Context: an optimization exercise on an open-source flow, tuned for small area. The choices shown serve that exercise and are no tape-out recipe.
In this exercise RTL edits were held to simulation tests only and were not proved equivalent to the original.
Power figures rest on the tool's default switching activity, not on a simulated workload.

==> job 6576 <==
==> flow/design.v (excerpt) <==
module snake_game(clk, rs, rw, en, dat, rst, up, dwn, lef, rig, led, seg, buz);
export LEC_CHECK = 0
export CAP_MARGIN = 20
export CORE_MARGIN = 2
export CORE_UTILIZATION = 60
export PLACE_DENSITY = 0.85
export SLEW_MARGIN = 20
create_clock -name core_clock -period 25.0 [get_ports {clk}]
standard.sh (not shown) runs the stock make flow with config.mk's settings and CLKGATE_MAP_FILE= SYNTH_SCRIPT=/design/flow/synth_recipe.tcl, a recipe that flattens the netlist after the stock synthesis.
==> flow/flow/run.sh <==
#!/bin/bash
# Own flow: the standard synthesis, then the combinational logic between
# the registers re-mapped by ABC for area (flow/remap.tcl; every register keeps
# its instance, cell type and nets), proved equivalent to the standard netlist
# (flow/equiv.tcl), then the standard layout from there, with the smallest
# buffer on the ports and a clock tree without dummy loads.
set -euo pipefail
R="$PWD/orfs/results/$FLOW_PLATFORM/snake_game/base"
YOSYS="$FLOW_HOME/../tools/install/yosys/bin/yosys"
[[ -x "$YOSYS" ]] || YOSYS=yosys
export REMAP_LIB="$FLOW_HOME/platforms/$FLOW_PLATFORM/lib/sky130_fd_sc_hd__tt_025C_1v80.lib"

bash standard.sh synth > synth.log 2>&1
cp "$R/1_2_yosys.v" standard_1_2_yosys.v

# ABC scripts; every result proved equivalent to the standard netlist is a
# candidate and the smallest is used (if none is, the standard netlist stays)
SCRIPTS=(
  "strash;dc2;dc2;dch,-f;amap;strash;dc2;dch,-f;amap;mfs3,-a"
  "strash;dc2;dc2;dch,-f;amap;strash;dc2;dch,-f;amap;mfs3,-a,-e"
  "strash;dc2;dc2;dch,-f;amap;strash;dc2;dch,-f;amap"
  "strash;ifraig;dc2;strash;dch,-f;map,-a"
)
best=""
best_area=""
i=0
for s in "${SCRIPTS[@]}"; do
  i=$((i+1))
  if REMAP_SCRIPT="$s" REMAP_NETLIST="$PWD/standard_1_2_yosys.v" REMAP_OUT="$PWD/remap_$i.v" \
       REMAP_STAT="$PWD/remap_$i.stat" "$YOSYS" -c flow/remap.tcl > remap_$i.log 2>&1 &&
     EQUIV_GOLD="$PWD/standard_1_2_yosys.v" EQUIV_GATE="$PWD/remap_$i.v" \
       timeout 1200 "$YOSYS" -c flow/equiv.tcl > equiv_$i.log 2>&1; then
    area=$(awk '/Chip area for top module/ {print $NF}' "remap_$i.stat")
    echo "script $i: area $area: $s" >> remap_choice.txt
    if [[ -n "$area" ]] && { [[ -z "$best_area" ]] || awk -v a="$area" -v b="$best_area" 'BEGIN {exit !(a < b)}'; }; then
      best=$i
      best_area=$area
    fi
  else
    echo "script $i: failed or not proved: $s" >> remap_choice.txt
  fi
done
if [[ -n "$best" ]]; then
  cp "remap_$best.v" "$R/1_2_yosys.v"
  echo "using script $best" >> remap_choice.txt
else
  echo "using the standard netlist" >> remap_choice.txt
fi

export BUFFER_PORTS_ARGS="-buffer_cell sky130_fd_sc_hd__buf_1"
# clock tree: clusters of up to 20 registers on clkbuf_8, no dummy loads
export CTS_ARGS="-sink_clustering_enable -repair_clock_nets -sink_clustering_size 20 -sink_clustering_max_diameter 60 -buf_list sky130_fd_sc_hd__clkbuf_8 -root_buf sky130_fd_sc_hd__clkbuf_4 -tree_buf sky130_fd_sc_hd__clkbuf_4 -dont_use_dummy_load"
bash standard.sh > layout.log 2>&1
==> flow/flow/remap.tcl <==
# Re-map the combinational logic of the standard synthesis netlist for area.
# Every sequential cell and tie cell is kept as it is (same instance, cell
# type and nets); only the logic between them is re-optimised by ABC.
yosys -import
set lib $::env(REMAP_LIB)
set net $::env(REMAP_NETLIST)
set top $::env(FLOW_TOP)
read_liberty -ignore_miss_func $lib
read_verilog $net
hierarchy -top $top
tee -q -o remap_before.txt stat -liberty $lib
setattr -mod -set keep_hierarchy 1 sky130_fd_sc_hd__*df* sky130_fd_sc_hd__*dl* sky130_fd_sc_hd__conb_1
flatten
yosys rename -hide w:_*_.*
opt_clean -purge
select -module $top
set dont_use {sky130_fd_sc_hd__probe_p_8 sky130_fd_sc_hd__probec_p_8 sky130_fd_sc_hd__lpflow_bleeder_1 sky130_fd_sc_hd__lpflow_clkbufkapwr_1 sky130_fd_sc_hd__lpflow_clkbufkapwr_16 sky130_fd_sc_hd__lpflow_clkbufkapwr_2 sky130_fd_sc_hd__lpflow_clkbufkapwr_4 sky130_fd_sc_hd__lpflow_clkbufkapwr_8 sky130_fd_sc_hd__lpflow_clkinvkapwr_1 sky130_fd_sc_hd__lpflow_clkinvkapwr_16 sky130_fd_sc_hd__lpflow_clkinvkapwr_2 sky130_fd_sc_hd__lpflow_clkinvkapwr_4 sky130_fd_sc_hd__lpflow_clkinvkapwr_8 sky130_fd_sc_hd__lpflow_decapkapwr_12 sky130_fd_sc_hd__lpflow_decapkapwr_3 sky130_fd_sc_hd__lpflow_decapkapwr_4 sky130_fd_sc_hd__lpflow_decapkapwr_6 sky130_fd_sc_hd__lpflow_decapkapwr_8 sky130_fd_sc_hd__lpflow_inputiso0n_1 sky130_fd_sc_hd__lpflow_inputiso0p_1 sky130_fd_sc_hd__lpflow_inputiso1n_1 sky130_fd_sc_hd__lpflow_inputiso1p_1 sky130_fd_sc_hd__lpflow_inputisolatch_1 sky130_fd_sc_hd__lpflow_isobufsrc_1 sky130_fd_sc_hd__lpflow_isobufsrc_16 sky130_fd_sc_hd__lpflow_isobufsrc_2 sky130_fd_sc_hd__lpflow_isobufsrc_4 sky130_fd_sc_hd__lpflow_isobufsrc_8 sky130_fd_sc_hd__lpflow_isobufsrckapwr_16 sky130_fd_sc_hd__lpflow_lsbuf_lh_hl_isowell_tap_1 sky130_fd_sc_hd__lpflow_lsbuf_lh_hl_isowell_tap_2 sky130_fd_sc_hd__lpflow_lsbuf_lh_hl_isowell_tap_4 sky130_fd_sc_hd__lpflow_lsbuf_lh_isowell_4 sky130_fd_sc_hd__lpflow_lsbuf_lh_isowell_tap_1 sky130_fd_sc_hd__lpflow_lsbuf_lh_isowell_tap_2 sky130_fd_sc_hd__lpflow_lsbuf_lh_isowell_tap_4 sky130_fd_sc_hd__fill_1 sky130_fd_sc_hd__fill_2 sky130_fd_sc_hd__fill_4 sky130_fd_sc_hd__fill_8 }
set du {}
foreach c $dont_use { lappend du -dont_use $c }
abc -liberty $lib {*}$du -script "+$::env(REMAP_SCRIPT)"
opt_clean -purge
select -clear
hilomap -singleton -hicell sky130_fd_sc_hd__conb_1 HI -locell sky130_fd_sc_hd__conb_1 LO
insbuf -buf sky130_fd_sc_hd__buf_1 A X
opt_clean -purge

tee -q -o $::env(REMAP_STAT) stat -liberty $lib
select $top
write_verilog -noattr -nohex -nodec -selected $::env(REMAP_OUT)
Other scripts of this flow, unchanged in this note and not shown: flow/flow/equiv.tcl
==> inputs of job 8179, as changes to job 6576 <==
--- a/flow/design.v
+++ b/flow/design.v
@@ -81,28 +81,20 @@
                         d4 <= 1;
                     end
                 end
             end
         end
     end
 end
 wire [3:0] dvi   = d0;
-reg [3:0] oa, ob;
-reg [1:0] oc;
-reg oe;
-always @(*) begin
-    case (scan)
-        2'b00: begin oa = d1; ob = d2; oc = d3[1:0]; oe = d4; end
-        2'b01: begin oa = d0; ob = 4'd0; oc = 2'd0; oe = 1'b0; end
-        2'b10: begin oa = d2; ob = d3; oc = {1'b0, d4}; oe = 1'b0; end
-        default: begin oa = d3; ob = {3'b0, d4}; oc = 2'd0; oe = 1'b0; end
-    endcase
-end
-wire [3:0] dval = oa + {ob[2:0], 1'b0} + {ob[0], 3'b0} + {oc, 2'b0} + {oe, 3'b0};
+wire [3:0] e4    = {3'b0, d4};
+wire [3:0] chuc  = d1 + 4'd10 * d2 + 4'd4 * d3 + 4'd8 * e4;
+wire [3:0] tram  = d2 + 4'd10 * d3 + 4'd4 * e4;
+wire [3:0] nghin = d3 + 4'd10 * e4;
 function [6:0] seg_decode;
     input [3:0] num;
     case (num)
         4'h0: seg_decode = 7'b1000000;
         4'h1: seg_decode = 7'b1001111;
         4'h2: seg_decode = 7'b0100100;
         4'h3: seg_decode = 7'b0000110;
         4'h4: seg_decode = 7'b0001011;
@@ -123,17 +115,22 @@
     if (!rst) begin
         scan <= 0;
         on <= 0;
         digit <= 0;
         dp <= 4'd8;
     end else if (slow_tick) begin
         scan <= scan + 1;
         on <= 1;
-        digit <= dval;
+        case (scan)
+            2'b00: digit <= chuc;
+            2'b01: digit <= dvi;
+            2'b10: digit <= tram;
+            2'b11: digit <= nghin;
+        endcase
         dp <= digit;
     end
 end
 endmodule
 module sound(
     input clk,
     input rst,
     output beep
@@ -344,18 +341,18 @@
                 cj <= p;
             end
         end
     end
     wire st7 = (next == 5'd7);
     wire [15:0] cs = {1'b0, n} + {1'b0, ~score} + {15'd0, !(st7 && dl)};
     wire lt = !cs[15];
     wire lcd_read = lcd_step && (next == 5'd6) && lt;
-    wire [6:0] pn = p - n[6:0];
-    wire [6:0] pd = pn - {6'd0, st7} - {6'd0, lcd_read} + {6'd0, tick};
+    wire [6:0] base = n[6:0] + (st7 ? 7'd1 : 7'd0) + (lcd_read ? 7'd1 : 7'd0) + (tick ? 7'h7f : 7'd0);
+    wire [6:0] pd = p - base;
     wire n0 = (n == 15'd0) && !st7;
     wire [6:0] am = mv(A, lcd_read ? (dB ^ 2'd1) : dA);
     always @(posedge clk) begin
         if (pd == 7'd0) A <= sn;
         else if (tick) A <= n0 ? pos : am;
         else if (lcd_read) A <= am;
         if (pd == 7'd0) dA <= tv;
         else if (lcd_read) dA <= dB;
==> flow/flow/run.sh (replaced) <==
#!/bin/bash
# Own flow: the standard synthesis, then the combinational logic between
# the registers re-mapped by ABC for area (flow/remap.tcl; every register keeps
# its instance, cell type and nets), proved equivalent to the standard netlist
# (flow/equiv.tcl), then the standard layout from there, with the smallest
# buffer on the ports and a clock tree without dummy loads.
set -euo pipefail
R="$PWD/orfs/results/$FLOW_PLATFORM/snake_game/base"
YOSYS="$FLOW_HOME/../tools/install/yosys/bin/yosys"
[[ -x "$YOSYS" ]] || YOSYS=yosys
export REMAP_LIB="$FLOW_HOME/platforms/$FLOW_PLATFORM/lib/sky130_fd_sc_hd__tt_025C_1v80.lib"

bash standard.sh synth > synth.log 2>&1
cp "$R/1_2_yosys.v" standard_1_2_yosys.v

# ABC scripts, most aggressive first; the first whose result is proved
# equivalent is used, else the standard netlist stays
SCRIPTS=(
  "strash;dc2;dc2;dch,-f;amap;strash;dc2;dch,-f;amap;mfs3,-a"
  "strash;dc2;dc2;dch,-f;amap;strash;dc2;dch,-f;amap"
  "strash;ifraig;dc2;strash;dch,-f;map,-a"
)
i=0
for s in "${SCRIPTS[@]}"; do
  i=$((i+1))
  if REMAP_SCRIPT="$s" REMAP_NETLIST="$PWD/standard_1_2_yosys.v" REMAP_OUT="$PWD/remap_$i.v" \
       "$YOSYS" -c flow/remap.tcl > remap_$i.log 2>&1 &&
     EQUIV_GOLD="$PWD/standard_1_2_yosys.v" EQUIV_GATE="$PWD/remap_$i.v" \
       timeout 1200 "$YOSYS" -c flow/equiv.tcl > equiv_$i.log 2>&1; then
    cp "remap_$i.v" "$R/1_2_yosys.v"
    echo "using remap script $i: $s" > remap_choice.txt
    break
  fi
done

export BUFFER_PORTS_ARGS="-buffer_cell sky130_fd_sc_hd__buf_1"
# clock tree: clusters of up to 20 registers on clkbuf_8, no dummy loads
export CTS_ARGS="-sink_clustering_enable -repair_clock_nets -sink_clustering_size 40 -sink_clustering_max_diameter 50 -buf_list sky130_fd_sc_hd__clkbuf_16 -root_buf sky130_fd_sc_hd__clkbuf_4 -tree_buf sky130_fd_sc_hd__clkbuf_4 -dont_use_dummy_load"
bash standard.sh > layout.log 2>&1
--- a/flow/flow/remap.tcl
+++ b/flow/flow/remap.tcl
@@ -19,11 +19,11 @@
 foreach c $dont_use { lappend du -dont_use $c }
 abc -liberty $lib {*}$du -script "+$::env(REMAP_SCRIPT)"
 opt_clean -purge
 select -clear
 hilomap -singleton -hicell sky130_fd_sc_hd__conb_1 HI -locell sky130_fd_sc_hd__conb_1 LO
 insbuf -buf sky130_fd_sc_hd__buf_1 A X
 opt_clean -purge
 
-tee -q -o $::env(REMAP_STAT) stat -liberty $lib
+tee -q -o remap_after.txt stat -liberty $lib
 select $top
 write_verilog -noattr -nohex -nodec -selected $::env(REMAP_OUT)
- PLACE_DENSITY: 0.85 -> not set
==> inputs of job 933, as changes to job 6576 <==
--- a/flow/design.v
+++ b/flow/design.v
@@ -16,33 +16,36 @@
 always @(posedge clk)
     if (!rst) q <= 4'd0;
     else q <= q + 4'd1;
 endmodule
 module RNG (
     input clock,
     input rst,
     input step,
-    input f0,
+    output f0,
     output [6:0] fi
 );
 reg [6:0] random;
-reg f1r;
+reg f0r, f1r;
 wire feedback = random[6] ^ random[5];
 wire [6:0] r1 = {random[0] ^ random[6], random[6:1]};
 wire [6:0] r2 = {r1[0] ^ r1[6], r1[6:1]};
 wire [6:0] r80 = (r2 >= 7'd80) ? r2 - 7'd80 : r2;
+assign f0 = f0r;
 assign fi = f1r ? 7'd40 : r80;
 always @(posedge clock) begin
     if (!rst) begin
         random <= 7'b1010101;
+        f0r <= 1'b1;
         f1r <= 1'b0;
     end else if (step) begin
         random <= {random[5:0], feedback};
-        f1r <= f0;
+        f0r <= 1'b0;
+        f1r <= f0r;
     end
 end
 endmodule
 module DISPLAY_7SEG (
     input clk,
     input rst,
     input q15,
     input inc,
@@ -81,28 +84,20 @@
                         d4 <= 1;
                     end
                 end
             end
         end
     end
 end
 wire [3:0] dvi   = d0;
-reg [3:0] oa, ob;
-reg [1:0] oc;
-reg oe;
-always @(*) begin
-    case (scan)
-        2'b00: begin oa = d1; ob = d2; oc = d3[1:0]; oe = d4; end
-        2'b01: begin oa = d0; ob = 4'd0; oc = 2'd0; oe = 1'b0; end
-        2'b10: begin oa = d2; ob = d3; oc = {1'b0, d4}; oe = 1'b0; end
-        default: begin oa = d3; ob = {3'b0, d4}; oc = 2'd0; oe = 1'b0; end
-    endcase
-end
-wire [3:0] dval = oa + {ob[2:0], 1'b0} + {ob[0], 3'b0} + {oc, 2'b0} + {oe, 3'b0};
+wire [3:0] e4    = {3'b0, d4};
+wire [3:0] chuc  = d1 + 4'd10 * d2 + 4'd4 * d3 + 4'd8 * e4;
+wire [3:0] tram  = d2 + 4'd10 * d3 + 4'd4 * e4;
+wire [3:0] nghin = d3 + 4'd10 * e4;
 function [6:0] seg_decode;
     input [3:0] num;
     case (num)
         4'h0: seg_decode = 7'b1000000;
         4'h1: seg_decode = 7'b1001111;
         4'h2: seg_decode = 7'b0100100;
         4'h3: seg_decode = 7'b0000110;
         4'h4: seg_decode = 7'b0001011;
@@ -123,17 +118,22 @@
     if (!rst) begin
         scan <= 0;
         on <= 0;
         digit <= 0;
         dp <= 4'd8;
     end else if (slow_tick) begin
         scan <= scan + 1;
         on <= 1;
-        digit <= dval;
+        case (scan)
+            2'b00: digit <= chuc;
+            2'b01: digit <= dvi;
+            2'b10: digit <= tram;
+            2'b11: digit <= nghin;
+        endcase
         dp <= digit;
     end
 end
 endmodule
 module sound(
     input clk,
     input rst,
     output beep
@@ -230,18 +230,18 @@
     reg [6:0] ci;           
     reg cif;
     integer k;
     wire [3:0] q;
     wire [6:0] h;
     wire tick;
     wire q15 = (q == 4'd15);
     wire lcd_step = (q == 4'd7);
+    wire f0;
     wire [6:0] fi;
-    wire f0 = z && (score == 15'd0);
     wire food_step;
     CLK_100HZ U3 (clk, rst, q);
     CLK_1HZ U1 (clk, rst, q15, h, tick);
     DISPLAY_7SEG U2 (clk, rst, q15, food_step, score[13:0] == 14'h3fff, seg, led);
     sound U4 (clk, rst, buz);
     RNG U5 (clk, rst, food_step, f0, fi);
     function [6:0] mv;
         input [6:0] c;
@@ -269,17 +269,17 @@
         begin
             idx = (c[6] ? 7'd40 : 7'd0) + (c[5] ? 7'd20 : 7'd0) + {2'b0, c[4:0]};
         end
     endfunction
     wire [1:0] frow = (fi >= 7'd60) ? 2'd3 : (fi >= 7'd40) ? 2'd2 : (fi >= 7'd20) ? 2'd1 : 2'd0;
     wire [6:0] fcol = fi - {frow, 4'b0} - {frow, 2'b0};
     wire [6:0] food = {frow, fcol[4:0]};
     wire [6:0] x = mv(pos, ld);    
-    wire eq = f0 || (!z && food == pos);
+    wire eq = f0 ? z : (!z && food == pos);
     wire shi = |score[14:7];
     wire live = !game_over && (shi || score[6:2] != 5'd0);
     wire forb = live && (fi != 7'd0) && (fi <= 7'd78) && (shi || fi < score[6:0]);
     wire food_toggle = eq | forb;
     assign food_step = food_toggle && !clk_food;
     wire hit = live && cif && (shi || ci < score[6:0]);
     always @(posedge clk) begin
         if (!rst)
@@ -344,18 +344,18 @@
                 cj <= p;
             end
         end
     end
     wire st7 = (next == 5'd7);
     wire [15:0] cs = {1'b0, n} + {1'b0, ~score} + {15'd0, !(st7 && dl)};
     wire lt = !cs[15];
     wire lcd_read = lcd_step && (next == 5'd6) && lt;
-    wire [6:0] pn = p - n[6:0];
-    wire [6:0] pd = pn - {6'd0, st7} - {6'd0, lcd_read} + {6'd0, tick};
+    wire [6:0] base = n[6:0] + (st7 ? 7'd1 : 7'd0) + (lcd_read ? 7'd1 : 7'd0) + (tick ? 7'h7f : 7'd0);
+    wire [6:0] pd = p - base;
     wire n0 = (n == 15'd0) && !st7;
     wire [6:0] am = mv(A, lcd_read ? (dB ^ 2'd1) : dA);
     always @(posedge clk) begin
         if (pd == 7'd0) A <= sn;
         else if (tick) A <= n0 ? pos : am;
         else if (lcd_read) A <= am;
         if (pd == 7'd0) dA <= tv;
         else if (lcd_read) dA <= dB;
==> flow/flow/run.sh (replaced) <==
#!/bin/bash
# Own flow: the standard synthesis, then the combinational logic between
# the registers re-mapped by ABC for area (flow/remap.tcl; every register keeps
# its instance, cell type and nets), proved equivalent to the standard netlist
# (flow/equiv.tcl), then the standard layout from there, with the smallest
# buffer on the ports and a clock tree without dummy loads.
set -euo pipefail
R="$PWD/orfs/results/$FLOW_PLATFORM/snake_game/base"
YOSYS="$FLOW_HOME/../tools/install/yosys/bin/yosys"
[[ -x "$YOSYS" ]] || YOSYS=yosys
export REMAP_LIB="$FLOW_HOME/platforms/$FLOW_PLATFORM/lib/sky130_fd_sc_hd__tt_025C_1v80.lib"

bash standard.sh synth > synth.log 2>&1
cp "$R/1_2_yosys.v" standard_1_2_yosys.v

# ABC scripts, most aggressive first; the first whose result is proved
# equivalent is used, else the standard netlist stays
SCRIPTS=(
  "strash;dc2;dc2;dch,-f;amap;strash;dc2;dch,-f;amap;mfs3,-a"
  "strash;dc2;dc2;dch,-f;amap;strash;dc2;dch,-f;amap"
  "strash;ifraig;dc2;strash;dch,-f;map,-a"
)
i=0
for s in "${SCRIPTS[@]}"; do
  i=$((i+1))
  if REMAP_SCRIPT="$s" REMAP_NETLIST="$PWD/standard_1_2_yosys.v" REMAP_OUT="$PWD/remap_$i.v" \
       "$YOSYS" -c flow/remap.tcl > remap_$i.log 2>&1 &&
     EQUIV_GOLD="$PWD/standard_1_2_yosys.v" EQUIV_GATE="$PWD/remap_$i.v" \
       timeout 1200 "$YOSYS" -c flow/equiv.tcl > equiv_$i.log 2>&1; then
    cp "remap_$i.v" "$R/1_2_yosys.v"
    echo "using remap script $i: $s" > remap_choice.txt
    break
  fi
done

export BUFFER_PORTS_ARGS="-buffer_cell sky130_fd_sc_hd__buf_1"
# clock tree: clusters of up to 20 registers on clkbuf_8, no dummy loads
export CTS_ARGS="-sink_clustering_enable -repair_clock_nets -sink_clustering_size 20 -sink_clustering_max_diameter 50 -buf_list sky130_fd_sc_hd__clkbuf_8 -root_buf sky130_fd_sc_hd__clkbuf_4 -tree_buf sky130_fd_sc_hd__clkbuf_4 -dont_use_dummy_load"
bash standard.sh > layout.log 2>&1
--- a/flow/flow/remap.tcl
+++ b/flow/flow/remap.tcl
@@ -19,11 +19,11 @@
 foreach c $dont_use { lappend du -dont_use $c }
 abc -liberty $lib {*}$du -script "+$::env(REMAP_SCRIPT)"
 opt_clean -purge
 select -clear
 hilomap -singleton -hicell sky130_fd_sc_hd__conb_1 HI -locell sky130_fd_sc_hd__conb_1 LO
 insbuf -buf sky130_fd_sc_hd__buf_1 A X
 opt_clean -purge
 
-tee -q -o $::env(REMAP_STAT) stat -liberty $lib
+tee -q -o remap_after.txt stat -liberty $lib
 select $top
 write_verilog -noattr -nohex -nodec -selected $::env(REMAP_OUT)
- CORE_UTILIZATION: 60 -> 70
- PLACE_DENSITY: 0.85 -> not set
==> summary of the runs <==
Clock power: job 6576 < job 933 < job 8179. In job 933 the synthesized cell count is smaller than in job 8179, by about 1.5%. Against job 933, the die area of job 6576 is higher by about 15%. Against job 6576, the sequential power of job 8179 is larger by about 1%.

==> afterwards: timing with drivers on the ports <==
The results above use ideal ports. As a check the final layouts listed here were re-extracted and re-timed, cells and wires unchanged.
Step 1 assumes that a clkbuf_16 drives the clock port and a buf_2 every other input.
Step 2, shift: input delay + t, output delay - t, t = (earliest + latest rising clock arrival at the registers) / 2. This alone moves slack from input paths to output paths.
a / b / c = ideal / step 1 / step 2; a / b = the first two.
run	shift t [ns]	slack for setup (ns)	worst setup path after step 2	clock arrival spread, ns	worst register clock-pin slew, ns
job 6576	0.749	17.467 / 17.467 / 17.266	input to register	0.128 / 0.128	0.12 / 0.12
job 8179	0.905	17.167 / 17.167 / 16.846	input to register	0.120 / 0.120	0.10 / 0.10
job 933	0.769	17.711 / 17.711 / 17.315	input to register	0.117 / 0.117	0.12 / 0.12
After both steps every run listed still meets setup and hold. For job 933, which loses most, drivers alone change the setup slack by 0.000 ns; drivers and shift together by -0.396 ns.
